Context: an optimization exercise on an open-source flow, tuned for small area, a short achievable clock period and few clock cycles. The choices shown serve that exercise and are no tape-out recipe.
Function was checked by simulation only, so behaviour that the tests miss may differ from the original.
Power figures rest on the tool's default switching activity, not on a simulated workload.

**config.mk**
```make
export PLATFORM = sky130hd
export DESIGN_NAME = alu_unit
export DESIGN_NICKNAME = alu_unit
export VERILOG_FILES = /design/flow/design.v
export SDC_FILE = /design/flow/constraint.sdc
export NUM_CORES = 4
export LEC_CHECK = 0
export ABC_AREA = 1
export CAP_MARGIN = 20
export CORE_MARGIN = 2
export CORE_UTILIZATION = 40
export SLEW_MARGIN = 20
```
**constraint.sdc**
```tcl
create_clock -name core_clock -period 70.0 [get_ports {clk}]
set_input_delay 14.0000 -clock core_clock [delete_from_list [all_inputs] [get_ports {clk}]]
set_output_delay 14.0000 -clock core_clock [all_outputs]
set_load 0.01 [all_outputs]
```
**design.v**
```verilog
`timescale 1ns / 1ps
module alu_unit(
    input clk,
    input rst,
    input in_valid,
    output in_ready,
    input [15:0] a,
    input [15:0] b,
    input [2:0] op,
    output reg out_valid,
    output reg [15:0] r
    );
assign in_ready = 1'b1;
reg [15:0] a_q, b_q;
reg [2:0] op_q;
reg v0;
always @(posedge clk) begin
    a_q <= a;
    b_q <= b;
    op_q <= op;
    v0 <= in_valid & ~rst;
end
wire mul0 = op_q == 3'd3;
wire div0 = op_q == 3'd4;
wire add0 = op_q == 3'd1;
wire sub0 = op_q == 3'd2;
wire [15:0] y0 = b_q ^ {16{div0 | sub0}};
wire [15:0] x0 = {a_q[15:11] & {5{~mul0}}, a_q[10:0]};
wire [1:0] s15;
wire g15_0_0 = (x0[15] & y0[0]) | ((div0 | sub0) & (x0[15] ^ y0[0]));
wire p15_0_0 = x0[15] ^ y0[0];
assign s15[0] = p15_0_0 ^ (div0 | sub0);
assign s15[1] = g15_0_0;
wire sel15 = mul0 ? a_q[15] : (div0 & s15[1] & &y0[15:1]);
wire [15:0] x_15 = sel15 ? {s15[0:0], x0[14:0]} : x0;
wire [2:0] s14;
wire g14_0_0 = (x_15[14] & y0[0]) | ((div0 | sub0) & (x_15[14] ^ y0[0]));
wire p14_0_0 = x_15[14] ^ y0[0];
wire g14_1_1 = x_15[15] & y0[1];
wire p14_1_1 = x_15[15] ^ y0[1];
wire g14_1_0 = g14_1_1 | (p14_1_1 & g14_0_0);
wire p14_1_0 = p14_1_1 & p14_0_0;
assign s14[0] = p14_0_0 ^ (div0 | sub0);
assign s14[1] = p14_1_1 ^ g14_0_0;
assign s14[2] = g14_1_0;
wire sel14 = mul0 ? a_q[14] : (div0 & s14[2] & &y0[15:2]);
wire [15:0] x_14 = sel14 ? {s14[1:0], x_15[13:0]} : x_15;
wire [3:0] s13;
wire g13_0_0 = (x_14[13] & y0[0]) | ((div0 | sub0) & (x_14[13] ^ y0[0]));
wire p13_0_0 = x_14[13] ^ y0[0];
wire g13_1_1 = x_14[14] & y0[1];
wire p13_1_1 = x_14[14] ^ y0[1];
wire g13_2_2 = x_14[15] & y0[2];
wire p13_2_2 = x_14[15] ^ y0[2];
wire g13_1_0 = g13_1_1 | (p13_1_1 & g13_0_0);
wire p13_1_0 = p13_1_1 & p13_0_0;
wire g13_2_0 = g13_2_2 | (p13_2_2 & g13_1_0);
wire p13_2_0 = p13_2_2 & p13_1_0;
assign s13[0] = p13_0_0 ^ (div0 | sub0);
assign s13[1] = p13_1_1 ^ g13_0_0;
assign s13[2] = p13_2_2 ^ g13_1_0;
assign s13[3] = g13_2_0;
wire sel13 = mul0 ? a_q[13] : (div0 & s13[3] & &y0[15:3]);
wire [15:0] x_13 = sel13 ? {s13[2:0], x_14[12:0]} : x_14;
wire [4:0] s12;
wire g12_0_0 = (x_13[12] & y0[0]) | ((div0 | sub0) & (x_13[12] ^ y0[0]));
wire p12_0_0 = x_13[12] ^ y0[0];
wire g12_1_1 = x_13[13] & y0[1];
wire p12_1_1 = x_13[13] ^ y0[1];
wire g12_2_2 = x_13[14] & y0[2];
wire p12_2_2 = x_13[14] ^ y0[2];
wire g12_3_3 = x_13[15] & y0[3];
wire p12_3_3 = x_13[15] ^ y0[3];
wire g12_1_0 = g12_1_1 | (p12_1_1 & g12_0_0);
wire p12_1_0 = p12_1_1 & p12_0_0;
wire g12_3_2 = g12_3_3 | (p12_3_3 & g12_2_2);
wire p12_3_2 = p12_3_3 & p12_2_2;
wire g12_3_0 = g12_3_2 | (p12_3_2 & g12_1_0);
wire p12_3_0 = p12_3_2 & p12_1_0;
wire g12_2_0 = g12_2_2 | (p12_2_2 & g12_1_0);
wire p12_2_0 = p12_2_2 & p12_1_0;
assign s12[0] = p12_0_0 ^ (div0 | sub0);
assign s12[1] = p12_1_1 ^ g12_0_0;
assign s12[2] = p12_2_2 ^ g12_1_0;
assign s12[3] = p12_3_3 ^ g12_2_0;
assign s12[4] = g12_3_0;
wire sel12 = mul0 ? a_q[12] : (div0 & s12[4] & &y0[15:4]);
wire [15:0] x_12 = sel12 ? {s12[3:0], x_13[11:0]} : x_13;
wire [5:0] s11;
wire g11_0_0 = (x_12[11] & y0[0]) | ((div0 | sub0) & (x_12[11] ^ y0[0]));
wire p11_0_0 = x_12[11] ^ y0[0];
wire g11_1_1 = x_12[12] & y0[1];
wire p11_1_1 = x_12[12] ^ y0[1];
wire g11_2_2 = x_12[13] & y0[2];
wire p11_2_2 = x_12[13] ^ y0[2];
wire g11_3_3 = x_12[14] & y0[3];
wire p11_3_3 = x_12[14] ^ y0[3];
wire g11_4_4 = x_12[15] & y0[4];
wire p11_4_4 = x_12[15] ^ y0[4];
wire g11_1_0 = g11_1_1 | (p11_1_1 & g11_0_0);
wire p11_1_0 = p11_1_1 & p11_0_0;
wire g11_3_2 = g11_3_3 | (p11_3_3 & g11_2_2);
wire p11_3_2 = p11_3_3 & p11_2_2;
wire g11_3_0 = g11_3_2 | (p11_3_2 & g11_1_0);
wire p11_3_0 = p11_3_2 & p11_1_0;
wire g11_2_0 = g11_2_2 | (p11_2_2 & g11_1_0);
wire p11_2_0 = p11_2_2 & p11_1_0;
wire g11_4_0 = g11_4_4 | (p11_4_4 & g11_3_0);
wire p11_4_0 = p11_4_4 & p11_3_0;
assign s11[0] = p11_0_0 ^ (div0 | sub0);
assign s11[1] = p11_1_1 ^ g11_0_0;
assign s11[2] = p11_2_2 ^ g11_1_0;
assign s11[3] = p11_3_3 ^ g11_2_0;
assign s11[4] = p11_4_4 ^ g11_3_0;
assign s11[5] = g11_4_0;
wire sel11 = mul0 ? a_q[11] : (div0 & s11[5] & &y0[15:5]);
wire [15:0] x_11 = sel11 ? {s11[4:0], x_12[10:0]} : x_12;
reg [15:0] x1, y1;
reg [15:11] q1;
reg mul1, div1, add1, sub1, v1;
always @(posedge clk) begin
    x1 <= x_11;
    y1 <= y0;
    q1 <= {sel15, sel14, sel13, sel12, sel11};
    mul1 <= mul0;
    div1 <= div0;
    add1 <= add0;
    sub1 <= sub0;
    v1 <= v0 & ~rst;
end
wire xl10 = ~mul1 & x1[10];
wire [6:0] s10;
wire g10_0_0 = (xl10 & y1[0]) | ((div1 | sub1) & (xl10 ^ y1[0]));
wire p10_0_0 = xl10 ^ y1[0];
wire g10_1_1 = x1[11] & y1[1];
wire p10_1_1 = x1[11] ^ y1[1];
wire g10_2_2 = x1[12] & y1[2];
wire p10_2_2 = x1[12] ^ y1[2];
wire g10_3_3 = x1[13] & y1[3];
wire p10_3_3 = x1[13] ^ y1[3];
wire g10_4_4 = x1[14] & y1[4];
wire p10_4_4 = x1[14] ^ y1[4];
wire g10_5_5 = x1[15] & y1[5];
wire p10_5_5 = x1[15] ^ y1[5];
wire g10_1_0 = g10_1_1 | (p10_1_1 & g10_0_0);
wire p10_1_0 = p10_1_1 & p10_0_0;
wire g10_3_2 = g10_3_3 | (p10_3_3 & g10_2_2);
wire p10_3_2 = p10_3_3 & p10_2_2;
wire g10_5_4 = g10_5_5 | (p10_5_5 & g10_4_4);
wire p10_5_4 = p10_5_5 & p10_4_4;
wire g10_3_0 = g10_3_2 | (p10_3_2 & g10_1_0);
wire p10_3_0 = p10_3_2 & p10_1_0;
wire g10_5_0 = g10_5_4 | (p10_5_4 & g10_3_0);
wire p10_5_0 = p10_5_4 & p10_3_0;
wire g10_2_0 = g10_2_2 | (p10_2_2 & g10_1_0);
wire p10_2_0 = p10_2_2 & p10_1_0;
wire g10_4_0 = g10_4_4 | (p10_4_4 & g10_3_0);
wire p10_4_0 = p10_4_4 & p10_3_0;
assign s10[0] = p10_0_0 ^ (div1 | sub1);
assign s10[1] = p10_1_1 ^ g10_0_0;
assign s10[2] = p10_2_2 ^ g10_1_0;
assign s10[3] = p10_3_3 ^ g10_2_0;
assign s10[4] = p10_4_4 ^ g10_3_0;
assign s10[5] = p10_5_5 ^ g10_4_0;
assign s10[6] = g10_5_0;
wire sel10 = mul1 ? x1[10] : (div1 & s10[6] & &y1[15:6]);
wire [15:0] x_10 = sel10 ? {s10[5:0], x1[9:0]} : x1;
wire xl9 = ~mul1 & x_10[9];
wire [7:0] s9;
wire g9_0_0 = (xl9 & y1[0]) | ((div1 | sub1) & (xl9 ^ y1[0]));
wire p9_0_0 = xl9 ^ y1[0];
wire g9_1_1 = x_10[10] & y1[1];
wire p9_1_1 = x_10[10] ^ y1[1];
wire g9_2_2 = x_10[11] & y1[2];
wire p9_2_2 = x_10[11] ^ y1[2];
wire g9_3_3 = x_10[12] & y1[3];
wire p9_3_3 = x_10[12] ^ y1[3];
wire g9_4_4 = x_10[13] & y1[4];
wire p9_4_4 = x_10[13] ^ y1[4];
wire g9_5_5 = x_10[14] & y1[5];
wire p9_5_5 = x_10[14] ^ y1[5];
wire g9_6_6 = x_10[15] & y1[6];
wire p9_6_6 = x_10[15] ^ y1[6];
wire g9_1_0 = g9_1_1 | (p9_1_1 & g9_0_0);
wire p9_1_0 = p9_1_1 & p9_0_0;
wire g9_3_2 = g9_3_3 | (p9_3_3 & g9_2_2);
wire p9_3_2 = p9_3_3 & p9_2_2;
wire g9_5_4 = g9_5_5 | (p9_5_5 & g9_4_4);
wire p9_5_4 = p9_5_5 & p9_4_4;
wire g9_3_0 = g9_3_2 | (p9_3_2 & g9_1_0);
wire p9_3_0 = p9_3_2 & p9_1_0;
wire g9_5_0 = g9_5_4 | (p9_5_4 & g9_3_0);
wire p9_5_0 = p9_5_4 & p9_3_0;
wire g9_2_0 = g9_2_2 | (p9_2_2 & g9_1_0);
wire p9_2_0 = p9_2_2 & p9_1_0;
wire g9_4_0 = g9_4_4 | (p9_4_4 & g9_3_0);
wire p9_4_0 = p9_4_4 & p9_3_0;
wire g9_6_0 = g9_6_6 | (p9_6_6 & g9_5_0);
wire p9_6_0 = p9_6_6 & p9_5_0;
assign s9[0] = p9_0_0 ^ (div1 | sub1);
assign s9[1] = p9_1_1 ^ g9_0_0;
assign s9[2] = p9_2_2 ^ g9_1_0;
assign s9[3] = p9_3_3 ^ g9_2_0;
assign s9[4] = p9_4_4 ^ g9_3_0;
assign s9[5] = p9_5_5 ^ g9_4_0;
assign s9[6] = p9_6_6 ^ g9_5_0;
assign s9[7] = g9_6_0;
wire sel9 = mul1 ? x_10[9] : (div1 & s9[7] & &y1[15:7]);
wire [15:0] x_9 = sel9 ? {s9[6:0], x_10[8:0]} : x_10;
wire xl8 = ~mul1 & x_9[8];
wire [8:0] s8;
wire g8_0_0 = (xl8 & y1[0]) | ((div1 | sub1) & (xl8 ^ y1[0]));
wire p8_0_0 = xl8 ^ y1[0];
wire g8_1_1 = x_9[9] & y1[1];
wire p8_1_1 = x_9[9] ^ y1[1];
wire g8_2_2 = x_9[10] & y1[2];
wire p8_2_2 = x_9[10] ^ y1[2];
wire g8_3_3 = x_9[11] & y1[3];
wire p8_3_3 = x_9[11] ^ y1[3];
wire g8_4_4 = x_9[12] & y1[4];
wire p8_4_4 = x_9[12] ^ y1[4];
wire g8_5_5 = x_9[13] & y1[5];
wire p8_5_5 = x_9[13] ^ y1[5];
wire g8_6_6 = x_9[14] & y1[6];
wire p8_6_6 = x_9[14] ^ y1[6];
wire g8_7_7 = x_9[15] & y1[7];
wire p8_7_7 = x_9[15] ^ y1[7];
wire g8_1_0 = g8_1_1 | (p8_1_1 & g8_0_0);
wire p8_1_0 = p8_1_1 & p8_0_0;
wire g8_3_2 = g8_3_3 | (p8_3_3 & g8_2_2);
wire p8_3_2 = p8_3_3 & p8_2_2;
wire g8_5_4 = g8_5_5 | (p8_5_5 & g8_4_4);
wire p8_5_4 = p8_5_5 & p8_4_4;
wire g8_7_6 = g8_7_7 | (p8_7_7 & g8_6_6);
wire p8_7_6 = p8_7_7 & p8_6_6;
wire g8_3_0 = g8_3_2 | (p8_3_2 & g8_1_0);
wire p8_3_0 = p8_3_2 & p8_1_0;
wire g8_7_4 = g8_7_6 | (p8_7_6 & g8_5_4);
wire p8_7_4 = p8_7_6 & p8_5_4;
wire g8_7_0 = g8_7_4 | (p8_7_4 & g8_3_0);
wire p8_7_0 = p8_7_4 & p8_3_0;
wire g8_5_0 = g8_5_4 | (p8_5_4 & g8_3_0);
wire p8_5_0 = p8_5_4 & p8_3_0;
wire g8_2_0 = g8_2_2 | (p8_2_2 & g8_1_0);
wire p8_2_0 = p8_2_2 & p8_1_0;
wire g8_4_0 = g8_4_4 | (p8_4_4 & g8_3_0);
wire p8_4_0 = p8_4_4 & p8_3_0;
wire g8_6_0 = g8_6_6 | (p8_6_6 & g8_5_0);
wire p8_6_0 = p8_6_6 & p8_5_0;
assign s8[0] = p8_0_0 ^ (div1 | sub1);
assign s8[1] = p8_1_1 ^ g8_0_0;
assign s8[2] = p8_2_2 ^ g8_1_0;
assign s8[3] = p8_3_3 ^ g8_2_0;
assign s8[4] = p8_4_4 ^ g8_3_0;
assign s8[5] = p8_5_5 ^ g8_4_0;
assign s8[6] = p8_6_6 ^ g8_5_0;
assign s8[7] = p8_7_7 ^ g8_6_0;
assign s8[8] = g8_7_0;
wire sel8 = mul1 ? x_9[8] : (div1 & s8[8] & &y1[15:8]);
wire [15:0] x_8 = sel8 ? {s8[7:0], x_9[7:0]} : x_9;
wire xl7 = ~mul1 & x_8[7];
wire [9:0] s7;
wire g7_0_0 = (xl7 & y1[0]) | ((div1 | sub1) & (xl7 ^ y1[0]));
wire p7_0_0 = xl7 ^ y1[0];
wire g7_1_1 = x_8[8] & y1[1];
wire p7_1_1 = x_8[8] ^ y1[1];
wire g7_2_2 = x_8[9] & y1[2];
wire p7_2_2 = x_8[9] ^ y1[2];
wire g7_3_3 = x_8[10] & y1[3];
wire p7_3_3 = x_8[10] ^ y1[3];
wire g7_4_4 = x_8[11] & y1[4];
wire p7_4_4 = x_8[11] ^ y1[4];
wire g7_5_5 = x_8[12] & y1[5];
wire p7_5_5 = x_8[12] ^ y1[5];
wire g7_6_6 = x_8[13] & y1[6];
wire p7_6_6 = x_8[13] ^ y1[6];
wire g7_7_7 = x_8[14] & y1[7];
wire p7_7_7 = x_8[14] ^ y1[7];
wire g7_8_8 = x_8[15] & y1[8];
wire p7_8_8 = x_8[15] ^ y1[8];
wire g7_1_0 = g7_1_1 | (p7_1_1 & g7_0_0);
wire p7_1_0 = p7_1_1 & p7_0_0;
wire g7_3_2 = g7_3_3 | (p7_3_3 & g7_2_2);
wire p7_3_2 = p7_3_3 & p7_2_2;
wire g7_5_4 = g7_5_5 | (p7_5_5 & g7_4_4);
wire p7_5_4 = p7_5_5 & p7_4_4;
wire g7_7_6 = g7_7_7 | (p7_7_7 & g7_6_6);
wire p7_7_6 = p7_7_7 & p7_6_6;
wire g7_3_0 = g7_3_2 | (p7_3_2 & g7_1_0);
wire p7_3_0 = p7_3_2 & p7_1_0;
wire g7_7_4 = g7_7_6 | (p7_7_6 & g7_5_4);
wire p7_7_4 = p7_7_6 & p7_5_4;
wire g7_7_0 = g7_7_4 | (p7_7_4 & g7_3_0);
wire p7_7_0 = p7_7_4 & p7_3_0;
wire g7_5_0 = g7_5_4 | (p7_5_4 & g7_3_0);
wire p7_5_0 = p7_5_4 & p7_3_0;
wire g7_2_0 = g7_2_2 | (p7_2_2 & g7_1_0);
wire p7_2_0 = p7_2_2 & p7_1_0;
wire g7_4_0 = g7_4_4 | (p7_4_4 & g7_3_0);
wire p7_4_0 = p7_4_4 & p7_3_0;
wire g7_6_0 = g7_6_6 | (p7_6_6 & g7_5_0);
wire p7_6_0 = p7_6_6 & p7_5_0;
wire g7_8_0 = g7_8_8 | (p7_8_8 & g7_7_0);
wire p7_8_0 = p7_8_8 & p7_7_0;
assign s7[0] = p7_0_0 ^ (div1 | sub1);
assign s7[1] = p7_1_1 ^ g7_0_0;
assign s7[2] = p7_2_2 ^ g7_1_0;
assign s7[3] = p7_3_3 ^ g7_2_0;
assign s7[4] = p7_4_4 ^ g7_3_0;
assign s7[5] = p7_5_5 ^ g7_4_0;
assign s7[6] = p7_6_6 ^ g7_5_0;
assign s7[7] = p7_7_7 ^ g7_6_0;
assign s7[8] = p7_8_8 ^ g7_7_0;
assign s7[9] = g7_8_0;
wire sel7 = mul1 ? x_8[7] : (div1 & s7[9] & &y1[15:9]);
wire [15:0] x_7 = sel7 ? {s7[8:0], x_8[6:0]} : x_8;
wire xl6 = ~mul1 & x_7[6];
wire [10:0] s6;
wire g6_0_0 = (xl6 & y1[0]) | ((div1 | sub1) & (xl6 ^ y1[0]));
wire p6_0_0 = xl6 ^ y1[0];
wire g6_1_1 = x_7[7] & y1[1];
wire p6_1_1 = x_7[7] ^ y1[1];
wire g6_2_2 = x_7[8] & y1[2];
wire p6_2_2 = x_7[8] ^ y1[2];
wire g6_3_3 = x_7[9] & y1[3];
wire p6_3_3 = x_7[9] ^ y1[3];
wire g6_4_4 = x_7[10] & y1[4];
wire p6_4_4 = x_7[10] ^ y1[4];
wire g6_5_5 = x_7[11] & y1[5];
wire p6_5_5 = x_7[11] ^ y1[5];
wire g6_6_6 = x_7[12] & y1[6];
wire p6_6_6 = x_7[12] ^ y1[6];
wire g6_7_7 = x_7[13] & y1[7];
wire p6_7_7 = x_7[13] ^ y1[7];
wire g6_8_8 = x_7[14] & y1[8];
wire p6_8_8 = x_7[14] ^ y1[8];
wire g6_9_9 = x_7[15] & y1[9];
wire p6_9_9 = x_7[15] ^ y1[9];
wire g6_1_0 = g6_1_1 | (p6_1_1 & g6_0_0);
wire p6_1_0 = p6_1_1 & p6_0_0;
wire g6_3_2 = g6_3_3 | (p6_3_3 & g6_2_2);
wire p6_3_2 = p6_3_3 & p6_2_2;
wire g6_5_4 = g6_5_5 | (p6_5_5 & g6_4_4);
wire p6_5_4 = p6_5_5 & p6_4_4;
wire g6_7_6 = g6_7_7 | (p6_7_7 & g6_6_6);
wire p6_7_6 = p6_7_7 & p6_6_6;
wire g6_9_8 = g6_9_9 | (p6_9_9 & g6_8_8);
wire p6_9_8 = p6_9_9 & p6_8_8;
wire g6_3_0 = g6_3_2 | (p6_3_2 & g6_1_0);
wire p6_3_0 = p6_3_2 & p6_1_0;
wire g6_7_4 = g6_7_6 | (p6_7_6 & g6_5_4);
wire p6_7_4 = p6_7_6 & p6_5_4;
wire g6_7_0 = g6_7_4 | (p6_7_4 & g6_3_0);
wire p6_7_0 = p6_7_4 & p6_3_0;
wire g6_5_0 = g6_5_4 | (p6_5_4 & g6_3_0);
wire p6_5_0 = p6_5_4 & p6_3_0;
wire g6_9_0 = g6_9_8 | (p6_9_8 & g6_7_0);
wire p6_9_0 = p6_9_8 & p6_7_0;
wire g6_2_0 = g6_2_2 | (p6_2_2 & g6_1_0);
wire p6_2_0 = p6_2_2 & p6_1_0;
wire g6_4_0 = g6_4_4 | (p6_4_4 & g6_3_0);
wire p6_4_0 = p6_4_4 & p6_3_0;
wire g6_6_0 = g6_6_6 | (p6_6_6 & g6_5_0);
wire p6_6_0 = p6_6_6 & p6_5_0;
wire g6_8_0 = g6_8_8 | (p6_8_8 & g6_7_0);
wire p6_8_0 = p6_8_8 & p6_7_0;
assign s6[0] = p6_0_0 ^ (div1 | sub1);
assign s6[1] = p6_1_1 ^ g6_0_0;
assign s6[2] = p6_2_2 ^ g6_1_0;
assign s6[3] = p6_3_3 ^ g6_2_0;
assign s6[4] = p6_4_4 ^ g6_3_0;
assign s6[5] = p6_5_5 ^ g6_4_0;
assign s6[6] = p6_6_6 ^ g6_5_0;
assign s6[7] = p6_7_7 ^ g6_6_0;
assign s6[8] = p6_8_8 ^ g6_7_0;
assign s6[9] = p6_9_9 ^ g6_8_0;
assign s6[10] = g6_9_0;
wire sel6 = mul1 ? x_7[6] : (div1 & s6[10] & &y1[15:10]);
wire [15:0] x_6 = sel6 ? {s6[9:0], x_7[5:0]} : x_7;
wire xl5 = ~mul1 & x_6[5];
wire [11:0] s5;
wire g5_0_0 = (xl5 & y1[0]) | ((div1 | sub1) & (xl5 ^ y1[0]));
wire p5_0_0 = xl5 ^ y1[0];
wire g5_1_1 = x_6[6] & y1[1];
wire p5_1_1 = x_6[6] ^ y1[1];
wire g5_2_2 = x_6[7] & y1[2];
wire p5_2_2 = x_6[7] ^ y1[2];
wire g5_3_3 = x_6[8] & y1[3];
wire p5_3_3 = x_6[8] ^ y1[3];
wire g5_4_4 = x_6[9] & y1[4];
wire p5_4_4 = x_6[9] ^ y1[4];
wire g5_5_5 = x_6[10] & y1[5];
wire p5_5_5 = x_6[10] ^ y1[5];
wire g5_6_6 = x_6[11] & y1[6];
wire p5_6_6 = x_6[11] ^ y1[6];
wire g5_7_7 = x_6[12] & y1[7];
wire p5_7_7 = x_6[12] ^ y1[7];
wire g5_8_8 = x_6[13] & y1[8];
wire p5_8_8 = x_6[13] ^ y1[8];
wire g5_9_9 = x_6[14] & y1[9];
wire p5_9_9 = x_6[14] ^ y1[9];
wire g5_10_10 = x_6[15] & y1[10];
wire p5_10_10 = x_6[15] ^ y1[10];
wire g5_1_0 = g5_1_1 | (p5_1_1 & g5_0_0);
wire p5_1_0 = p5_1_1 & p5_0_0;
wire g5_3_2 = g5_3_3 | (p5_3_3 & g5_2_2);
wire p5_3_2 = p5_3_3 & p5_2_2;
wire g5_5_4 = g5_5_5 | (p5_5_5 & g5_4_4);
wire p5_5_4 = p5_5_5 & p5_4_4;
wire g5_7_6 = g5_7_7 | (p5_7_7 & g5_6_6);
wire p5_7_6 = p5_7_7 & p5_6_6;
wire g5_9_8 = g5_9_9 | (p5_9_9 & g5_8_8);
wire p5_9_8 = p5_9_9 & p5_8_8;
wire g5_3_0 = g5_3_2 | (p5_3_2 & g5_1_0);
wire p5_3_0 = p5_3_2 & p5_1_0;
wire g5_7_4 = g5_7_6 | (p5_7_6 & g5_5_4);
wire p5_7_4 = p5_7_6 & p5_5_4;
wire g5_7_0 = g5_7_4 | (p5_7_4 & g5_3_0);
wire p5_7_0 = p5_7_4 & p5_3_0;
wire g5_5_0 = g5_5_4 | (p5_5_4 & g5_3_0);
wire p5_5_0 = p5_5_4 & p5_3_0;
wire g5_9_0 = g5_9_8 | (p5_9_8 & g5_7_0);
wire p5_9_0 = p5_9_8 & p5_7_0;
wire g5_2_0 = g5_2_2 | (p5_2_2 & g5_1_0);
wire p5_2_0 = p5_2_2 & p5_1_0;
wire g5_4_0 = g5_4_4 | (p5_4_4 & g5_3_0);
wire p5_4_0 = p5_4_4 & p5_3_0;
wire g5_6_0 = g5_6_6 | (p5_6_6 & g5_5_0);
wire p5_6_0 = p5_6_6 & p5_5_0;
wire g5_8_0 = g5_8_8 | (p5_8_8 & g5_7_0);
wire p5_8_0 = p5_8_8 & p5_7_0;
wire g5_10_0 = g5_10_10 | (p5_10_10 & g5_9_0);
wire p5_10_0 = p5_10_10 & p5_9_0;
assign s5[0] = p5_0_0 ^ (div1 | sub1);
assign s5[1] = p5_1_1 ^ g5_0_0;
assign s5[2] = p5_2_2 ^ g5_1_0;
assign s5[3] = p5_3_3 ^ g5_2_0;
assign s5[4] = p5_4_4 ^ g5_3_0;
assign s5[5] = p5_5_5 ^ g5_4_0;
assign s5[6] = p5_6_6 ^ g5_5_0;
assign s5[7] = p5_7_7 ^ g5_6_0;
assign s5[8] = p5_8_8 ^ g5_7_0;
assign s5[9] = p5_9_9 ^ g5_8_0;
assign s5[10] = p5_10_10 ^ g5_9_0;
assign s5[11] = g5_10_0;
wire sel5 = mul1 ? x_6[5] : (div1 & s5[11] & &y1[15:11]);
wire [15:0] x_5 = sel5 ? {s5[10:0], x_6[4:0]} : x_6;
reg [15:0] x2, y2;
reg [15:5] q2;
reg mul2, div2, add2, sub2, v2;
always @(posedge clk) begin
    x2 <= x_5;
    y2 <= y1;
    q2 <= {q1[15:11], sel10, sel9, sel8, sel7, sel6, sel5};
    mul2 <= mul1;
    div2 <= div1;
    add2 <= add1;
    sub2 <= sub1;
    v2 <= v1 & ~rst;
end
wire xl4 = ~mul2 & x2[4];
wire [12:0] s4;
wire g4_0_0 = (xl4 & y2[0]) | ((div2 | sub2) & (xl4 ^ y2[0]));
wire p4_0_0 = xl4 ^ y2[0];
wire g4_1_1 = x2[5] & y2[1];
wire p4_1_1 = x2[5] ^ y2[1];
wire g4_2_2 = x2[6] & y2[2];
wire p4_2_2 = x2[6] ^ y2[2];
wire g4_3_3 = x2[7] & y2[3];
wire p4_3_3 = x2[7] ^ y2[3];
wire g4_4_4 = x2[8] & y2[4];
wire p4_4_4 = x2[8] ^ y2[4];
wire g4_5_5 = x2[9] & y2[5];
wire p4_5_5 = x2[9] ^ y2[5];
wire g4_6_6 = x2[10] & y2[6];
wire p4_6_6 = x2[10] ^ y2[6];
wire g4_7_7 = x2[11] & y2[7];
wire p4_7_7 = x2[11] ^ y2[7];
wire g4_8_8 = x2[12] & y2[8];
wire p4_8_8 = x2[12] ^ y2[8];
wire g4_9_9 = x2[13] & y2[9];
wire p4_9_9 = x2[13] ^ y2[9];
wire g4_10_10 = x2[14] & y2[10];
wire p4_10_10 = x2[14] ^ y2[10];
wire g4_11_11 = x2[15] & y2[11];
wire p4_11_11 = x2[15] ^ y2[11];
wire g4_1_0 = g4_1_1 | (p4_1_1 & g4_0_0);
wire p4_1_0 = p4_1_1 & p4_0_0;
wire g4_3_2 = g4_3_3 | (p4_3_3 & g4_2_2);
wire p4_3_2 = p4_3_3 & p4_2_2;
wire g4_5_4 = g4_5_5 | (p4_5_5 & g4_4_4);
wire p4_5_4 = p4_5_5 & p4_4_4;
wire g4_7_6 = g4_7_7 | (p4_7_7 & g4_6_6);
wire p4_7_6 = p4_7_7 & p4_6_6;
wire g4_9_8 = g4_9_9 | (p4_9_9 & g4_8_8);
wire p4_9_8 = p4_9_9 & p4_8_8;
wire g4_11_10 = g4_11_11 | (p4_11_11 & g4_10_10);
wire p4_11_10 = p4_11_11 & p4_10_10;
wire g4_3_0 = g4_3_2 | (p4_3_2 & g4_1_0);
wire p4_3_0 = p4_3_2 & p4_1_0;
wire g4_7_4 = g4_7_6 | (p4_7_6 & g4_5_4);
wire p4_7_4 = p4_7_6 & p4_5_4;
wire g4_11_8 = g4_11_10 | (p4_11_10 & g4_9_8);
wire p4_11_8 = p4_11_10 & p4_9_8;
wire g4_7_0 = g4_7_4 | (p4_7_4 & g4_3_0);
wire p4_7_0 = p4_7_4 & p4_3_0;
wire g4_11_0 = g4_11_8 | (p4_11_8 & g4_7_0);
wire p4_11_0 = p4_11_8 & p4_7_0;
wire g4_5_0 = g4_5_4 | (p4_5_4 & g4_3_0);
wire p4_5_0 = p4_5_4 & p4_3_0;
wire g4_9_0 = g4_9_8 | (p4_9_8 & g4_7_0);
wire p4_9_0 = p4_9_8 & p4_7_0;
wire g4_2_0 = g4_2_2 | (p4_2_2 & g4_1_0);
wire p4_2_0 = p4_2_2 & p4_1_0;
wire g4_4_0 = g4_4_4 | (p4_4_4 & g4_3_0);
wire p4_4_0 = p4_4_4 & p4_3_0;
wire g4_6_0 = g4_6_6 | (p4_6_6 & g4_5_0);
wire p4_6_0 = p4_6_6 & p4_5_0;
wire g4_8_0 = g4_8_8 | (p4_8_8 & g4_7_0);
wire p4_8_0 = p4_8_8 & p4_7_0;
wire g4_10_0 = g4_10_10 | (p4_10_10 & g4_9_0);
wire p4_10_0 = p4_10_10 & p4_9_0;
assign s4[0] = p4_0_0 ^ (div2 | sub2);
assign s4[1] = p4_1_1 ^ g4_0_0;
assign s4[2] = p4_2_2 ^ g4_1_0;
assign s4[3] = p4_3_3 ^ g4_2_0;
assign s4[4] = p4_4_4 ^ g4_3_0;
assign s4[5] = p4_5_5 ^ g4_4_0;
assign s4[6] = p4_6_6 ^ g4_5_0;
assign s4[7] = p4_7_7 ^ g4_6_0;
assign s4[8] = p4_8_8 ^ g4_7_0;
assign s4[9] = p4_9_9 ^ g4_8_0;
assign s4[10] = p4_10_10 ^ g4_9_0;
assign s4[11] = p4_11_11 ^ g4_10_0;
assign s4[12] = g4_11_0;
wire sel4 = mul2 ? x2[4] : (div2 & s4[12] & &y2[15:12]);
wire [15:0] x_4 = sel4 ? {s4[11:0], x2[3:0]} : x2;
wire xl3 = ~mul2 & x_4[3];
wire [13:0] s3;
wire g3_0_0 = (xl3 & y2[0]) | ((div2 | sub2) & (xl3 ^ y2[0]));
wire p3_0_0 = xl3 ^ y2[0];
wire g3_1_1 = x_4[4] & y2[1];
wire p3_1_1 = x_4[4] ^ y2[1];
wire g3_2_2 = x_4[5] & y2[2];
wire p3_2_2 = x_4[5] ^ y2[2];
wire g3_3_3 = x_4[6] & y2[3];
wire p3_3_3 = x_4[6] ^ y2[3];
wire g3_4_4 = x_4[7] & y2[4];
wire p3_4_4 = x_4[7] ^ y2[4];
wire g3_5_5 = x_4[8] & y2[5];
wire p3_5_5 = x_4[8] ^ y2[5];
wire g3_6_6 = x_4[9] & y2[6];
wire p3_6_6 = x_4[9] ^ y2[6];
wire g3_7_7 = x_4[10] & y2[7];
wire p3_7_7 = x_4[10] ^ y2[7];
wire g3_8_8 = x_4[11] & y2[8];
wire p3_8_8 = x_4[11] ^ y2[8];
wire g3_9_9 = x_4[12] & y2[9];
wire p3_9_9 = x_4[12] ^ y2[9];
wire g3_10_10 = x_4[13] & y2[10];
wire p3_10_10 = x_4[13] ^ y2[10];
wire g3_11_11 = x_4[14] & y2[11];
wire p3_11_11 = x_4[14] ^ y2[11];
wire g3_12_12 = x_4[15] & y2[12];
wire p3_12_12 = x_4[15] ^ y2[12];
wire g3_1_0 = g3_1_1 | (p3_1_1 & g3_0_0);
wire p3_1_0 = p3_1_1 & p3_0_0;
wire g3_3_2 = g3_3_3 | (p3_3_3 & g3_2_2);
wire p3_3_2 = p3_3_3 & p3_2_2;
wire g3_5_4 = g3_5_5 | (p3_5_5 & g3_4_4);
wire p3_5_4 = p3_5_5 & p3_4_4;
wire g3_7_6 = g3_7_7 | (p3_7_7 & g3_6_6);
wire p3_7_6 = p3_7_7 & p3_6_6;
wire g3_9_8 = g3_9_9 | (p3_9_9 & g3_8_8);
wire p3_9_8 = p3_9_9 & p3_8_8;
wire g3_11_10 = g3_11_11 | (p3_11_11 & g3_10_10);
wire p3_11_10 = p3_11_11 & p3_10_10;
wire g3_3_0 = g3_3_2 | (p3_3_2 & g3_1_0);
wire p3_3_0 = p3_3_2 & p3_1_0;
wire g3_7_4 = g3_7_6 | (p3_7_6 & g3_5_4);
wire p3_7_4 = p3_7_6 & p3_5_4;
wire g3_11_8 = g3_11_10 | (p3_11_10 & g3_9_8);
wire p3_11_8 = p3_11_10 & p3_9_8;
wire g3_7_0 = g3_7_4 | (p3_7_4 & g3_3_0);
wire p3_7_0 = p3_7_4 & p3_3_0;
wire g3_11_0 = g3_11_8 | (p3_11_8 & g3_7_0);
wire p3_11_0 = p3_11_8 & p3_7_0;
wire g3_5_0 = g3_5_4 | (p3_5_4 & g3_3_0);
wire p3_5_0 = p3_5_4 & p3_3_0;
wire g3_9_0 = g3_9_8 | (p3_9_8 & g3_7_0);
wire p3_9_0 = p3_9_8 & p3_7_0;
wire g3_2_0 = g3_2_2 | (p3_2_2 & g3_1_0);
wire p3_2_0 = p3_2_2 & p3_1_0;
wire g3_4_0 = g3_4_4 | (p3_4_4 & g3_3_0);
wire p3_4_0 = p3_4_4 & p3_3_0;
wire g3_6_0 = g3_6_6 | (p3_6_6 & g3_5_0);
wire p3_6_0 = p3_6_6 & p3_5_0;
wire g3_8_0 = g3_8_8 | (p3_8_8 & g3_7_0);
wire p3_8_0 = p3_8_8 & p3_7_0;
wire g3_10_0 = g3_10_10 | (p3_10_10 & g3_9_0);
wire p3_10_0 = p3_10_10 & p3_9_0;
wire g3_12_0 = g3_12_12 | (p3_12_12 & g3_11_0);
wire p3_12_0 = p3_12_12 & p3_11_0;
assign s3[0] = p3_0_0 ^ (div2 | sub2);
assign s3[1] = p3_1_1 ^ g3_0_0;
assign s3[2] = p3_2_2 ^ g3_1_0;
assign s3[3] = p3_3_3 ^ g3_2_0;
assign s3[4] = p3_4_4 ^ g3_3_0;
assign s3[5] = p3_5_5 ^ g3_4_0;
assign s3[6] = p3_6_6 ^ g3_5_0;
assign s3[7] = p3_7_7 ^ g3_6_0;
assign s3[8] = p3_8_8 ^ g3_7_0;
assign s3[9] = p3_9_9 ^ g3_8_0;
assign s3[10] = p3_10_10 ^ g3_9_0;
assign s3[11] = p3_11_11 ^ g3_10_0;
assign s3[12] = p3_12_12 ^ g3_11_0;
assign s3[13] = g3_12_0;
wire sel3 = mul2 ? x_4[3] : (div2 & s3[13] & &y2[15:13]);
wire [15:0] x_3 = sel3 ? {s3[12:0], x_4[2:0]} : x_4;
wire xl2 = ~mul2 & x_3[2];
wire [14:0] s2;
wire g2_0_0 = (xl2 & y2[0]) | ((div2 | sub2) & (xl2 ^ y2[0]));
wire p2_0_0 = xl2 ^ y2[0];
wire g2_1_1 = x_3[3] & y2[1];
wire p2_1_1 = x_3[3] ^ y2[1];
wire g2_2_2 = x_3[4] & y2[2];
wire p2_2_2 = x_3[4] ^ y2[2];
wire g2_3_3 = x_3[5] & y2[3];
wire p2_3_3 = x_3[5] ^ y2[3];
wire g2_4_4 = x_3[6] & y2[4];
wire p2_4_4 = x_3[6] ^ y2[4];
wire g2_5_5 = x_3[7] & y2[5];
wire p2_5_5 = x_3[7] ^ y2[5];
wire g2_6_6 = x_3[8] & y2[6];
wire p2_6_6 = x_3[8] ^ y2[6];
wire g2_7_7 = x_3[9] & y2[7];
wire p2_7_7 = x_3[9] ^ y2[7];
wire g2_8_8 = x_3[10] & y2[8];
wire p2_8_8 = x_3[10] ^ y2[8];
wire g2_9_9 = x_3[11] & y2[9];
wire p2_9_9 = x_3[11] ^ y2[9];
wire g2_10_10 = x_3[12] & y2[10];
wire p2_10_10 = x_3[12] ^ y2[10];
wire g2_11_11 = x_3[13] & y2[11];
wire p2_11_11 = x_3[13] ^ y2[11];
wire g2_12_12 = x_3[14] & y2[12];
wire p2_12_12 = x_3[14] ^ y2[12];
wire g2_13_13 = x_3[15] & y2[13];
wire p2_13_13 = x_3[15] ^ y2[13];
wire g2_1_0 = g2_1_1 | (p2_1_1 & g2_0_0);
wire p2_1_0 = p2_1_1 & p2_0_0;
wire g2_3_2 = g2_3_3 | (p2_3_3 & g2_2_2);
wire p2_3_2 = p2_3_3 & p2_2_2;
wire g2_5_4 = g2_5_5 | (p2_5_5 & g2_4_4);
wire p2_5_4 = p2_5_5 & p2_4_4;
wire g2_7_6 = g2_7_7 | (p2_7_7 & g2_6_6);
wire p2_7_6 = p2_7_7 & p2_6_6;
wire g2_9_8 = g2_9_9 | (p2_9_9 & g2_8_8);
wire p2_9_8 = p2_9_9 & p2_8_8;
wire g2_11_10 = g2_11_11 | (p2_11_11 & g2_10_10);
wire p2_11_10 = p2_11_11 & p2_10_10;
wire g2_13_12 = g2_13_13 | (p2_13_13 & g2_12_12);
wire p2_13_12 = p2_13_13 & p2_12_12;
wire g2_3_0 = g2_3_2 | (p2_3_2 & g2_1_0);
wire p2_3_0 = p2_3_2 & p2_1_0;
wire g2_7_4 = g2_7_6 | (p2_7_6 & g2_5_4);
wire p2_7_4 = p2_7_6 & p2_5_4;
wire g2_11_8 = g2_11_10 | (p2_11_10 & g2_9_8);
wire p2_11_8 = p2_11_10 & p2_9_8;
wire g2_7_0 = g2_7_4 | (p2_7_4 & g2_3_0);
wire p2_7_0 = p2_7_4 & p2_3_0;
wire g2_11_0 = g2_11_8 | (p2_11_8 & g2_7_0);
wire p2_11_0 = p2_11_8 & p2_7_0;
wire g2_5_0 = g2_5_4 | (p2_5_4 & g2_3_0);
wire p2_5_0 = p2_5_4 & p2_3_0;
wire g2_9_0 = g2_9_8 | (p2_9_8 & g2_7_0);
wire p2_9_0 = p2_9_8 & p2_7_0;
wire g2_13_0 = g2_13_12 | (p2_13_12 & g2_11_0);
wire p2_13_0 = p2_13_12 & p2_11_0;
wire g2_2_0 = g2_2_2 | (p2_2_2 & g2_1_0);
wire p2_2_0 = p2_2_2 & p2_1_0;
wire g2_4_0 = g2_4_4 | (p2_4_4 & g2_3_0);
wire p2_4_0 = p2_4_4 & p2_3_0;
wire g2_6_0 = g2_6_6 | (p2_6_6 & g2_5_0);
wire p2_6_0 = p2_6_6 & p2_5_0;
wire g2_8_0 = g2_8_8 | (p2_8_8 & g2_7_0);
wire p2_8_0 = p2_8_8 & p2_7_0;
wire g2_10_0 = g2_10_10 | (p2_10_10 & g2_9_0);
wire p2_10_0 = p2_10_10 & p2_9_0;
wire g2_12_0 = g2_12_12 | (p2_12_12 & g2_11_0);
wire p2_12_0 = p2_12_12 & p2_11_0;
assign s2[0] = p2_0_0 ^ (div2 | sub2);
assign s2[1] = p2_1_1 ^ g2_0_0;
assign s2[2] = p2_2_2 ^ g2_1_0;
assign s2[3] = p2_3_3 ^ g2_2_0;
assign s2[4] = p2_4_4 ^ g2_3_0;
assign s2[5] = p2_5_5 ^ g2_4_0;
assign s2[6] = p2_6_6 ^ g2_5_0;
assign s2[7] = p2_7_7 ^ g2_6_0;
assign s2[8] = p2_8_8 ^ g2_7_0;
assign s2[9] = p2_9_9 ^ g2_8_0;
assign s2[10] = p2_10_10 ^ g2_9_0;
assign s2[11] = p2_11_11 ^ g2_10_0;
assign s2[12] = p2_12_12 ^ g2_11_0;
assign s2[13] = p2_13_13 ^ g2_12_0;
assign s2[14] = g2_13_0;
wire sel2 = mul2 ? x_3[2] : (div2 & s2[14] & &y2[15:14]);
wire [15:0] x_2 = sel2 ? {s2[13:0], x_3[1:0]} : x_3;
wire xl1 = ~mul2 & x_2[1];
wire [15:0] s1;
wire g1_0_0 = (xl1 & y2[0]) | ((div2 | sub2) & (xl1 ^ y2[0]));
wire p1_0_0 = xl1 ^ y2[0];
wire g1_1_1 = x_2[2] & y2[1];
wire p1_1_1 = x_2[2] ^ y2[1];
wire g1_2_2 = x_2[3] & y2[2];
wire p1_2_2 = x_2[3] ^ y2[2];
wire g1_3_3 = x_2[4] & y2[3];
wire p1_3_3 = x_2[4] ^ y2[3];
wire g1_4_4 = x_2[5] & y2[4];
wire p1_4_4 = x_2[5] ^ y2[4];
wire g1_5_5 = x_2[6] & y2[5];
wire p1_5_5 = x_2[6] ^ y2[5];
wire g1_6_6 = x_2[7] & y2[6];
wire p1_6_6 = x_2[7] ^ y2[6];
wire g1_7_7 = x_2[8] & y2[7];
wire p1_7_7 = x_2[8] ^ y2[7];
wire g1_8_8 = x_2[9] & y2[8];
wire p1_8_8 = x_2[9] ^ y2[8];
wire g1_9_9 = x_2[10] & y2[9];
wire p1_9_9 = x_2[10] ^ y2[9];
wire g1_10_10 = x_2[11] & y2[10];
wire p1_10_10 = x_2[11] ^ y2[10];
wire g1_11_11 = x_2[12] & y2[11];
wire p1_11_11 = x_2[12] ^ y2[11];
wire g1_12_12 = x_2[13] & y2[12];
wire p1_12_12 = x_2[13] ^ y2[12];
wire g1_13_13 = x_2[14] & y2[13];
wire p1_13_13 = x_2[14] ^ y2[13];
wire g1_14_14 = x_2[15] & y2[14];
wire p1_14_14 = x_2[15] ^ y2[14];
wire g1_1_0 = g1_1_1 | (p1_1_1 & g1_0_0);
wire p1_1_0 = p1_1_1 & p1_0_0;
wire g1_3_2 = g1_3_3 | (p1_3_3 & g1_2_2);
wire p1_3_2 = p1_3_3 & p1_2_2;
wire g1_5_4 = g1_5_5 | (p1_5_5 & g1_4_4);
wire p1_5_4 = p1_5_5 & p1_4_4;
wire g1_7_6 = g1_7_7 | (p1_7_7 & g1_6_6);
wire p1_7_6 = p1_7_7 & p1_6_6;
wire g1_9_8 = g1_9_9 | (p1_9_9 & g1_8_8);
wire p1_9_8 = p1_9_9 & p1_8_8;
wire g1_11_10 = g1_11_11 | (p1_11_11 & g1_10_10);
wire p1_11_10 = p1_11_11 & p1_10_10;
wire g1_13_12 = g1_13_13 | (p1_13_13 & g1_12_12);
wire p1_13_12 = p1_13_13 & p1_12_12;
wire g1_3_0 = g1_3_2 | (p1_3_2 & g1_1_0);
wire p1_3_0 = p1_3_2 & p1_1_0;
wire g1_7_4 = g1_7_6 | (p1_7_6 & g1_5_4);
wire p1_7_4 = p1_7_6 & p1_5_4;
wire g1_11_8 = g1_11_10 | (p1_11_10 & g1_9_8);
wire p1_11_8 = p1_11_10 & p1_9_8;
wire g1_7_0 = g1_7_4 | (p1_7_4 & g1_3_0);
wire p1_7_0 = p1_7_4 & p1_3_0;
wire g1_11_0 = g1_11_8 | (p1_11_8 & g1_7_0);
wire p1_11_0 = p1_11_8 & p1_7_0;
wire g1_5_0 = g1_5_4 | (p1_5_4 & g1_3_0);
wire p1_5_0 = p1_5_4 & p1_3_0;
wire g1_9_0 = g1_9_8 | (p1_9_8 & g1_7_0);
wire p1_9_0 = p1_9_8 & p1_7_0;
wire g1_13_0 = g1_13_12 | (p1_13_12 & g1_11_0);
wire p1_13_0 = p1_13_12 & p1_11_0;
wire g1_2_0 = g1_2_2 | (p1_2_2 & g1_1_0);
wire p1_2_0 = p1_2_2 & p1_1_0;
wire g1_4_0 = g1_4_4 | (p1_4_4 & g1_3_0);
wire p1_4_0 = p1_4_4 & p1_3_0;
wire g1_6_0 = g1_6_6 | (p1_6_6 & g1_5_0);
wire p1_6_0 = p1_6_6 & p1_5_0;
wire g1_8_0 = g1_8_8 | (p1_8_8 & g1_7_0);
wire p1_8_0 = p1_8_8 & p1_7_0;
wire g1_10_0 = g1_10_10 | (p1_10_10 & g1_9_0);
wire p1_10_0 = p1_10_10 & p1_9_0;
wire g1_12_0 = g1_12_12 | (p1_12_12 & g1_11_0);
wire p1_12_0 = p1_12_12 & p1_11_0;
wire g1_14_0 = g1_14_14 | (p1_14_14 & g1_13_0);
wire p1_14_0 = p1_14_14 & p1_13_0;
assign s1[0] = p1_0_0 ^ (div2 | sub2);
assign s1[1] = p1_1_1 ^ g1_0_0;
assign s1[2] = p1_2_2 ^ g1_1_0;
assign s1[3] = p1_3_3 ^ g1_2_0;
assign s1[4] = p1_4_4 ^ g1_3_0;
assign s1[5] = p1_5_5 ^ g1_4_0;
assign s1[6] = p1_6_6 ^ g1_5_0;
assign s1[7] = p1_7_7 ^ g1_6_0;
assign s1[8] = p1_8_8 ^ g1_7_0;
assign s1[9] = p1_9_9 ^ g1_8_0;
assign s1[10] = p1_10_10 ^ g1_9_0;
assign s1[11] = p1_11_11 ^ g1_10_0;
assign s1[12] = p1_12_12 ^ g1_11_0;
assign s1[13] = p1_13_13 ^ g1_12_0;
assign s1[14] = p1_14_14 ^ g1_13_0;
assign s1[15] = g1_14_0;
wire sel1 = mul2 ? x_2[1] : (div2 & s1[15] & &y2[15:15]);
wire [15:0] x_1 = sel1 ? {s1[14:0], x_2[0:0]} : x_2;
wire xl0 = ~mul2 & x_1[0];
wire [16:0] s0;
wire g0_0_0 = (xl0 & y2[0]) | ((div2 | sub2) & (xl0 ^ y2[0]));
wire p0_0_0 = xl0 ^ y2[0];
wire g0_1_1 = x_1[1] & y2[1];
wire p0_1_1 = x_1[1] ^ y2[1];
wire g0_2_2 = x_1[2] & y2[2];
wire p0_2_2 = x_1[2] ^ y2[2];
wire g0_3_3 = x_1[3] & y2[3];
wire p0_3_3 = x_1[3] ^ y2[3];
wire g0_4_4 = x_1[4] & y2[4];
wire p0_4_4 = x_1[4] ^ y2[4];
wire g0_5_5 = x_1[5] & y2[5];
wire p0_5_5 = x_1[5] ^ y2[5];
wire g0_6_6 = x_1[6] & y2[6];
wire p0_6_6 = x_1[6] ^ y2[6];
wire g0_7_7 = x_1[7] & y2[7];
wire p0_7_7 = x_1[7] ^ y2[7];
wire g0_8_8 = x_1[8] & y2[8];
wire p0_8_8 = x_1[8] ^ y2[8];
wire g0_9_9 = x_1[9] & y2[9];
wire p0_9_9 = x_1[9] ^ y2[9];
wire g0_10_10 = x_1[10] & y2[10];
wire p0_10_10 = x_1[10] ^ y2[10];
wire g0_11_11 = x_1[11] & y2[11];
wire p0_11_11 = x_1[11] ^ y2[11];
wire g0_12_12 = x_1[12] & y2[12];
wire p0_12_12 = x_1[12] ^ y2[12];
wire g0_13_13 = x_1[13] & y2[13];
wire p0_13_13 = x_1[13] ^ y2[13];
wire g0_14_14 = x_1[14] & y2[14];
wire p0_14_14 = x_1[14] ^ y2[14];
wire g0_15_15 = x_1[15] & y2[15];
wire p0_15_15 = x_1[15] ^ y2[15];
wire g0_1_0 = g0_1_1 | (p0_1_1 & g0_0_0);
wire p0_1_0 = p0_1_1 & p0_0_0;
wire g0_3_2 = g0_3_3 | (p0_3_3 & g0_2_2);
wire p0_3_2 = p0_3_3 & p0_2_2;
wire g0_5_4 = g0_5_5 | (p0_5_5 & g0_4_4);
wire p0_5_4 = p0_5_5 & p0_4_4;
wire g0_7_6 = g0_7_7 | (p0_7_7 & g0_6_6);
wire p0_7_6 = p0_7_7 & p0_6_6;
wire g0_9_8 = g0_9_9 | (p0_9_9 & g0_8_8);
wire p0_9_8 = p0_9_9 & p0_8_8;
wire g0_11_10 = g0_11_11 | (p0_11_11 & g0_10_10);
wire p0_11_10 = p0_11_11 & p0_10_10;
wire g0_13_12 = g0_13_13 | (p0_13_13 & g0_12_12);
wire p0_13_12 = p0_13_13 & p0_12_12;
wire g0_15_14 = g0_15_15 | (p0_15_15 & g0_14_14);
wire p0_15_14 = p0_15_15 & p0_14_14;
wire g0_3_0 = g0_3_2 | (p0_3_2 & g0_1_0);
wire p0_3_0 = p0_3_2 & p0_1_0;
wire g0_7_4 = g0_7_6 | (p0_7_6 & g0_5_4);
wire p0_7_4 = p0_7_6 & p0_5_4;
wire g0_11_8 = g0_11_10 | (p0_11_10 & g0_9_8);
wire p0_11_8 = p0_11_10 & p0_9_8;
wire g0_15_12 = g0_15_14 | (p0_15_14 & g0_13_12);
wire p0_15_12 = p0_15_14 & p0_13_12;
wire g0_7_0 = g0_7_4 | (p0_7_4 & g0_3_0);
wire p0_7_0 = p0_7_4 & p0_3_0;
wire g0_15_8 = g0_15_12 | (p0_15_12 & g0_11_8);
wire p0_15_8 = p0_15_12 & p0_11_8;
wire g0_15_0 = g0_15_8 | (p0_15_8 & g0_7_0);
wire p0_15_0 = p0_15_8 & p0_7_0;
wire g0_11_0 = g0_11_8 | (p0_11_8 & g0_7_0);
wire p0_11_0 = p0_11_8 & p0_7_0;
wire g0_5_0 = g0_5_4 | (p0_5_4 & g0_3_0);
wire p0_5_0 = p0_5_4 & p0_3_0;
wire g0_9_0 = g0_9_8 | (p0_9_8 & g0_7_0);
wire p0_9_0 = p0_9_8 & p0_7_0;
wire g0_13_0 = g0_13_12 | (p0_13_12 & g0_11_0);
wire p0_13_0 = p0_13_12 & p0_11_0;
wire g0_2_0 = g0_2_2 | (p0_2_2 & g0_1_0);
wire p0_2_0 = p0_2_2 & p0_1_0;
wire g0_4_0 = g0_4_4 | (p0_4_4 & g0_3_0);
wire p0_4_0 = p0_4_4 & p0_3_0;
wire g0_6_0 = g0_6_6 | (p0_6_6 & g0_5_0);
wire p0_6_0 = p0_6_6 & p0_5_0;
wire g0_8_0 = g0_8_8 | (p0_8_8 & g0_7_0);
wire p0_8_0 = p0_8_8 & p0_7_0;
wire g0_10_0 = g0_10_10 | (p0_10_10 & g0_9_0);
wire p0_10_0 = p0_10_10 & p0_9_0;
wire g0_12_0 = g0_12_12 | (p0_12_12 & g0_11_0);
wire p0_12_0 = p0_12_12 & p0_11_0;
wire g0_14_0 = g0_14_14 | (p0_14_14 & g0_13_0);
wire p0_14_0 = p0_14_14 & p0_13_0;
assign s0[0] = p0_0_0 ^ (div2 | sub2);
assign s0[1] = p0_1_1 ^ g0_0_0;
assign s0[2] = p0_2_2 ^ g0_1_0;
assign s0[3] = p0_3_3 ^ g0_2_0;
assign s0[4] = p0_4_4 ^ g0_3_0;
assign s0[5] = p0_5_5 ^ g0_4_0;
assign s0[6] = p0_6_6 ^ g0_5_0;
assign s0[7] = p0_7_7 ^ g0_6_0;
assign s0[8] = p0_8_8 ^ g0_7_0;
assign s0[9] = p0_9_9 ^ g0_8_0;
assign s0[10] = p0_10_10 ^ g0_9_0;
assign s0[11] = p0_11_11 ^ g0_10_0;
assign s0[12] = p0_12_12 ^ g0_11_0;
assign s0[13] = p0_13_13 ^ g0_12_0;
assign s0[14] = p0_14_14 ^ g0_13_0;
assign s0[15] = p0_15_15 ^ g0_14_0;
assign s0[16] = g0_15_0;
wire sel0 = mul2 ? x_1[0] : (div2 & s0[16] & 1'b1) | add2 | (sub2 & s0[16]);
wire [15:0] x_0 = sel0 ? s0[15:0] : {x_1[15:1], xl0};
wire [15:0] q = {q2[15:5], sel4, sel3, sel2, sel1, sel0};
wire [15:0] res = div2 ? q :
                  (mul2 | add2 | (sub2 & sel0)) ? x_0 : 16'd0;
always @(posedge clk) begin
    r <= res;
    out_valid <= v2 & ~rst;
end
endmodule
```
**flow/run.sh**
```bash
#!/bin/bash
# Standard layout flow (buf_1 port buffers, clkbuf_8 clock buffers, resizer aims at 55 ns setup slack), logged to standard.log.
bash standard.sh SETUP_SLACK_MARGIN=55 "BUFFER_PORTS_ARGS=-buffer_cell sky130_fd_sc_hd__buf_1" CTS_BUF_LIST=sky130_fd_sc_hd__clkbuf_8 finish > standard.log 2>&1
```
**standard.sh**
```bash
#!/bin/bash
# synth_recipe.tcl (not shown) runs the flow's synth.tcl, then flattens the netlist and writes it again
# the make line also repeats each setting of config.mk as NAME=value (left out here)
make -C /OpenROAD-flow-scripts/flow DESIGN_CONFIG=/design/flow/config.mk WORK_HOME=/design/flow/orfs CLKGATE_MAP_FILE= SYNTH_SCRIPT=/design/flow/synth_recipe.tcl "${@:-finish}"
```
==> results of run 1 <==
cell usage in the layout (no fill, tap or decap), types with 12 or more instances in the layout:
cell type  synthesis  routed
clkbuf_8           0      17
buf_1              0      53
o21ai_0           26      26
fa_1              82      82
dfxtp_1          143     142
nand2_1          396     391
ha_1              98      98
or2_2             16      16
nand2_2           10      15
buf_4              3      12
inv_1            173     169
nor2_1            46      45
nand3_1          142     142
xor2_1            24      24
xnor2_1           36      36
a21oi_1           40      40
worst max path at each step:
stage	to	slack [ns]	from
final	r[12]	55.05	r[12]$_DFF_P_
after global routing	x2[6]$_DFF_P_	54.99	div1$_DFF_P_
after CTS	x2[6]$_DFF_P_	55.01	div1$_DFF_P_
after detailed placement	x2[6]$_DFF_P_	55.07	div1$_DFF_P_
after global placement	x2[6]$_DFF_P_	55.17	div1$_DFF_P_
after floorplan	out_valid	55.67	out_valid$_DFF_P_
state kept, by name (all words and copies together), names as in the netlist, 3 cells and up:
register	flops
b_q	16
r	16
x2	16
x1	16
y1	16
q2	11
a_q	16
q1	5
y2	16
op_q	3
metal layers:
layer | global-route usage, % | up-vias | routed length [µm] | part of all wire, %
met5 | 0 | - | 0 | 0
met4 | 5.70 | 0 | 592 | 2.3
met3 | 3.37 | 45 | 892 | 3.5
met2 | 32.9 | 164 | 12200 | 48
met1 | 24.6 | 4004 | 11800 | 46
li1 | - | 4407 | - | -
synth_stat cells (3+ instances only):
cell type,n
a21boi_0,3
a21o_1,6
a21oi_1,40
a31o_2,3
a31oi_1,5
and2_1,7
buf_2,9
buf_4,3
clkbuf_1,10
clkinv_1,3
dfxtp_1,143
fa_1,82
ha_1,98
inv_1,173
inv_2,4
nand2_1,396
nand2_2,10
nand3_1,142
nand3b_1,8
nand4_1,9
nor2_1,46
nor2_2,3
nor3_1,9
o21ai_0,26
o21ai_2,3
o21bai_1,4
o31ai_1,3
or2_1,4
or2_2,16
xnor2_1,36
xor2_1,24
area by class of cell:
type,instances,share of cell area [%]
clock buffers,17,2.03
clock inverters,15,1.29
multi-input cells,1002,59.7
inverters,180,5.98
repair buffers,66,2.60
flip-flops and latches,143,24.8
well taps,335,3.63
kinds of logic after synthesis:
family	synth area share, %
AOI/OAI and AO/OA	5.73
xor gates and xnor gates	4.98
buffers and inverters	7.80
and+or+nand+nor	27.0
muxes	0.0949
DFF	27.1
other	0.0355
adders and majority gates	27.2
report_power, final:
group | total, mW | switching, mW | internal (mW)
registers | 0.0967 | 0.00822 | 0.0885
logic | 0.125 | 0.0732 | 0.0521
clock network | 0.0649 | 0.0357 | 0.0292
stage by stage:
stage | util (%) | cells | instance area [µm²] | hold slack [ns]
6_report | 44.4 | 1758 | 11500 | 0.322
5_1_grt | 44.4 | 1758 | 11500 | 0.337
4_1_cts | 44.1 | 1752 | 11500 | 0.321
3_5_place_dp | 42.6 | 1720 | 11100 | 0.312
3_3_place_gp | 42.6 | 1720 | 11100 | 0.310
2_1_floorplan | - | 1350 | 10600 | 0.310
timing repair:
item / 4_1_cts / 5_1_grt
setup buffers: 0 / 6
cloned: 0 / 0
resized for setup: 2 / 16
setup endpoints to repair: 1 / 29
==> results.cfg, run 1 <==
[status]
outcome = no timing/DRC/antenna violations

[place]
place_congestion = 0.912
pre_cts_ws_ns = 55.07
io_buffers = 54
dpl.hpwl_um = 20800

[setup_path]
crit_path_end_kind = output port
cp.arrival_ns = 0.95
cpPeakStageDelay_ns = 0.38
slowest_stage = dfxtp_2
rrSetupSlack_ns = 56.18
cp_data_required_time_ns = 56.00
r2r_end = x2[6]$_DFF_P_
worst-setup-path-type = reg -> out
r2r-start = div1$_DFF_P_
cp_max_fo = 1
critPathLaunchType = register
cp_cell_sequence = buf_6
timing.critical_path.buf_inv = 1
rr_worst_depth = 74
crit_cells = 1
cpLargestDelayFamily = flip-flops

[layout]
fillCellCount = 2664
num_antenna_cells = 0
drive_gt1_share_pct = 7.24
seqCellArea_mm2 = 0.00286
fin_nets = 1628
syn_to_final_growth_pct = 9.43
multiInputGateArea_mm2 = 0.00689

[floorplanning]
coreArea_mm2 = 0.0260
start_util_pct = 40.6
die_area_mm2 = 0.0277
die_y_um = 166
fp.dieW_um = 166
ioPinCount = 56
fp-row-count = 59

[power_and_ir_drop]
ir_drop_mv = 0.0149
finalPower_uw = 287
power.leakage_nw = 5.86
power_density_mw_per_mm2 = 24.8

[timing]
slew_viol_final = 0
finalCritPeriodShare_pct = 21.4
setup_violations = 0
worstMarginPinSlew_ns = 0.812
final.min_clock_period_ns = 14.95
fin_skew_ns = 0.0178
setup_slack_ns = 55.05
totalNegativeSetupSlack_ns = 0
max_freq_ghz = 0.0669
finalHoldViolCount = 0
max_slew_margin_pct = 45.8
rsz0062_at_grt = yes

[global_routing]
grt_first_pass_wirelength_um = 42500
antenna_found_initial = 0
track_usage_pct = 19.1
grt_max_degree = 26
grt_pass1_vias = 8669
overflow = 0

[hold_path]
hold_path_class = reg -> reg
holdPathStages = 0
whs_endpoint = add2$_DFF_P_
hp-start = add1$_DFF_P_

[job]
maxCapViolations = 0

[synth]
synth_seq_cells = 143
async_flop_share_pct = 0
synth_ff_type = dfxtp_1
synth_top_area_share_pct = 27.1
yosys-top-cells-area = dfxtp_1, fa_1, nand2_1, ha_1, nand3_1
synth_edf_count = 0
syn_area_per_cell_um2 = 7.82
syn_nets = 1568
yosysWarnings = 1
synth_cells = 1350
synth_area_mm2 = 0.0106
ys_types = 47
yosysSeqAreaShare_pct = 27.1
yosysTopAreaCell = dfxtp_1

[cts]
cts_tree = yes
clkSlewWorstSetupHoldPaths_ns = 0.09
clk_path_buf_depth = 2
cts_sinks = 143
cts-hold-fix-buffers = 0
cts_buffers = 17
ctsRootBufferMaster = clkbuf_8
ctsHtreeMaxLevel = 4
clk_latency_ns = 0.45

[detailed_routing]
vias = 8620
routedWlPerCell_um = 14.5
drt_first_iter_violations = 412
wirelength_um = 25500
drt_first_pass_iters = 5
via_per_inst = 4.90
ant_nets = 0
drc = 0
Testbench counts, summed over its fixed seeds: cycles 4,032.
==> inputs of run 2 (changes only) <==
==> flow/run.sh (replaced) <==
#!/bin/bash
# Layout flow: the standard flow, except that synthesis maps with the
# ABC script in flow/abc_area.script (area-oriented mapping, no ABC
# buffering/upsizing; the resizer later fixes timing on the placed design).
# Then: buf_1 port buffers, clkbuf_8 clock buffers, and the resizer asked
# to leave 55 ns of setup slack. Each part logs to its own file.
set -e
rm -rf scripts_abc
cp -r "$FLOW_HOME/scripts" scripts_abc
cp flow/abc_area.script scripts_abc/abc_area.script
A=("BUFFER_PORTS_ARGS=-buffer_cell sky130_fd_sc_hd__buf_1" CTS_BUF_LIST=sky130_fd_sc_hd__clkbuf_8 SETUP_SLACK_MARGIN=55 )
bash standard.sh "${A[@]}" SCRIPTS_DIR=$PWD/scripts_abc synth > synth.log 2>&1
bash standard.sh "${A[@]}" finish > standard.log 2>&1
==> flow/abc_area.script (new file) <==
strash
dch
map -a
strash
dch
map -a
strash
dch -f
map -a
topo
stime -c
==> results.cfg, run 2 <==
[status]
outcome = no timing/DRC/antenna violations

[power_and_ir_drop]
power.leakage_nw = 4.51
finalPower_uw = 285
power_density_mw_per_mm2 = 26.7
ir_drop_mv = 0.0173

[detailed_routing]
drt_first_iter_violations = 412
drt_first_pass_iters = 5
via_per_inst = 4.91
routedWlPerCell_um = 15.3
wirelength_um = 22600
drc = 0
ant_nets = 0
vias = 7250

[floorplanning]
start_util_pct = 40.9
fp-row-count = 55
fp.dieW_um = 157
die_y_um = 157
ioPinCount = 56
coreArea_mm2 = 0.0228
die_area_mm2 = 0.0245

[setup_path]
cpLargestDelayFamily = flip-flops
cp_data_required_time_ns = 56.00
slowest_stage = dfxtp_1
crit_path_end_kind = output port
cpPeakStageDelay_ns = 0.36
timing.critical_path.buf_inv = 1
cp_cell_sequence = buf_2
worst-setup-path-type = reg -> out
critPathLaunchType = register
cp.arrival_ns = 0.96
cp_max_fo = 1

[synth]
yosysWarnings = 1
synth_ff_type = dfxtp_1
async_flop_share_pct = 0
ys_top_cells_by_count = nand2_1, dfxtp_1, clkinv_1, ha_1, o21ai_0
yosysTopAreaCell = dfxtp_1
ys_types = 33
synth_top_area_share_pct = 30.7
yosys-top-cells-area = dfxtp_1, fa_1, ha_1, nand2_1, o21ai_0
synth_cells = 1054
syn_nets = 1272
synth.most_common_cell = nand2_1
syn_area_per_cell_um2 = 8.85
synth_area_mm2 = 0.00932
synth_edf_count = 0
synth_seq_cells = 143
yosysSeqAreaShare_pct = 30.7

[layout]
final_common_cell = nand2_1
drive_gt1_share_pct = 10.6
layout_common_cells = nand2_1, dfxtp_1, clkinv_1
num_antenna_cells = 0
syn_to_final_growth_pct = 14.7
fin_nets = 1370

[cts]
clk_path_buf_depth = 2
ctsHtreeMaxLevel = 4
ctsRootBufferMaster = clkbuf_8
cts_tree = yes
clk_latency_ns = 0.45
clkSlewWorstSetupHoldPaths_ns = 0.09
cts_buffers = 17
cts-hold-fix-buffers = 0
cts_sinks = 143

[timing]
worstMarginPinSlew_ns = 0.950
fin_skew_ns = 0.0103
fin_hold_ws_ns = 0.329
final.min_clock_period_ns = 14.96
finalCritPeriodShare_pct = 21.4
max_freq_ghz = 0.0668
finalHoldViolCount = 0
setup_slack_ns = 55.04
setup_violations = 0
rsz0062_at_grt = no
totalNegativeSetupSlack_ns = 0
max_slew_margin_pct = 36.2
slew_viol_final = 0

[place]
io_buffers = 54
pre_cts_ws_ns = 51.94
dpl.hpwl_um = 17600
place_congestion = 0.900

[global_routing]
grt_pass1_vias = 6920
grt_first_pass_wirelength_um = 35900
overflow = 0
grt_max_degree = 21
track_usage_pct = 19.2
antenna_found_initial = 0

[hold_path]
hold_path_class = reg -> reg

[job]
maxCapViolations = 0
run 2: changes by cell type after synthesis, sizes merged, moves of 7 or more:
| cell | delta |
|---|---|
| nand2 | -196 |
| inv | -177 |
| clkinv | +120 |
| nand3 | -120 |
| o21ai | +62 |
| nor2 | +24 |
| a21oi | +20 |
| or2 | -16 |
| buf | -14 |
| clkbuf | -10 |
| a31oi | +8 |
| and2 | -7 |
run 2: worst paths after layout:
path / to / slack (ns) / cells past startpoint / start
setup / recovery: r[3] / 55.04 / 1 / r[3]$_DFF_P_
hold / removal: x1[10]$_DFF_P_ / 0.33 / 0 / a_q[10]$_DFF_P_
setup reg to reg: r[14]$_DFF_P_ / 56.45 / 84 / div2$_DFF_P_
hold reg to reg: x1[10]$_DFF_P_ / 0.33 / 0 / a_q[10]$_DFF_P_
run 2: stage by stage:
step | utilization (%) | instance area [µm²] | cells
finish | 46.9 | 10700 | 1478
global route | 46.9 | 10700 | 1478
CTS | 46.2 | 10500 | 1470
detailed placement | 43.7 | 9950 | 1424
global placement | 43.7 | 9950 | 1424
floorplan | - | 9330 | 1054
run 2: layer usage:
metal / vias to the layer above / GRT usage [%] / part of all wire, %
met5: - / 0 / 0
li1: 3693 / - / -
met4: 0 / 6.82 / 2.2
met3: 30 / 4.10 / 5.9
met2: 180 / 30.1 / 45
met1: 3347 / 26.3 / 47
run 2: final cells by class:
class,instances,area (µm²)
timing repair buffer,74,383
sequential,143,2870
timing repair inverter,3,12.5
fill,2193,12100
tap,313,392
clock inverter,15,154
inverter,123,479
multi-input combinational,790,6160
clock buffer,17,234
run 2: logic make-up after synthesis:
group           count (synthesis)  synth area share (%)
simple gates                  326                  13.9
compound gates                208                  12.7
other cells                     1                0.0402
fa+ha+maj                     180                  30.8
flops                         143                  30.7
xor+xnor                       66                  6.20
mux                             6                 0.671
buf+inv                       124                  5.03
run 2: power breakdown:
| group | total [mW] | switching [mW] | leakage [nW] | internal [mW] |
|---|---|---|---|---|
| clock network | 0.0619 | 0.0356 | 0.187 | 0.0263 |
| logic | 0.124 | 0.0710 | 3.12 | 0.0531 |
| registers | 0.0994 | 0.0104 | 1.20 | 0.0890 |
run 2: what timing repair did:
| item | in CTS | in global routing |
|---|---|---|
| gates cloned | 3 | 3 |
| pin swaps | 3 | 3 |
| resized for setup | 39 | 36 |
| setup buffers | 11 | 5 |
| setup endpoints to repair | 37 | 29 |

==> what the ideal ports hide <==
The results above use ideal ports. As a check the final layouts listed here were re-extracted and re-timed, cells and wires unchanged. Step 1 sets driving cells, clkbuf_16 on the clock port and buf_2 on the other inputs (assumed; they add their load-dependent delay and slew). Step 2, shift: input delay + t, output delay - t, t = (earliest + latest rising clock arrival at the registers) / 2. This alone moves slack from input paths to output paths. Slacks: ideal ports / drivers / drivers and shift; pairs: ideal ports / drivers.
run | t (ns) | setup slack, ns | worst data-port slew with drivers (ns)
run 1 | 0.487 | 55.054 / 55.012 / 55.499 | 0.04
run 2 | 0.486 | 55.038 / 54.997 / 55.483 | 0.03
After both steps setup and hold are still met in every run listed.
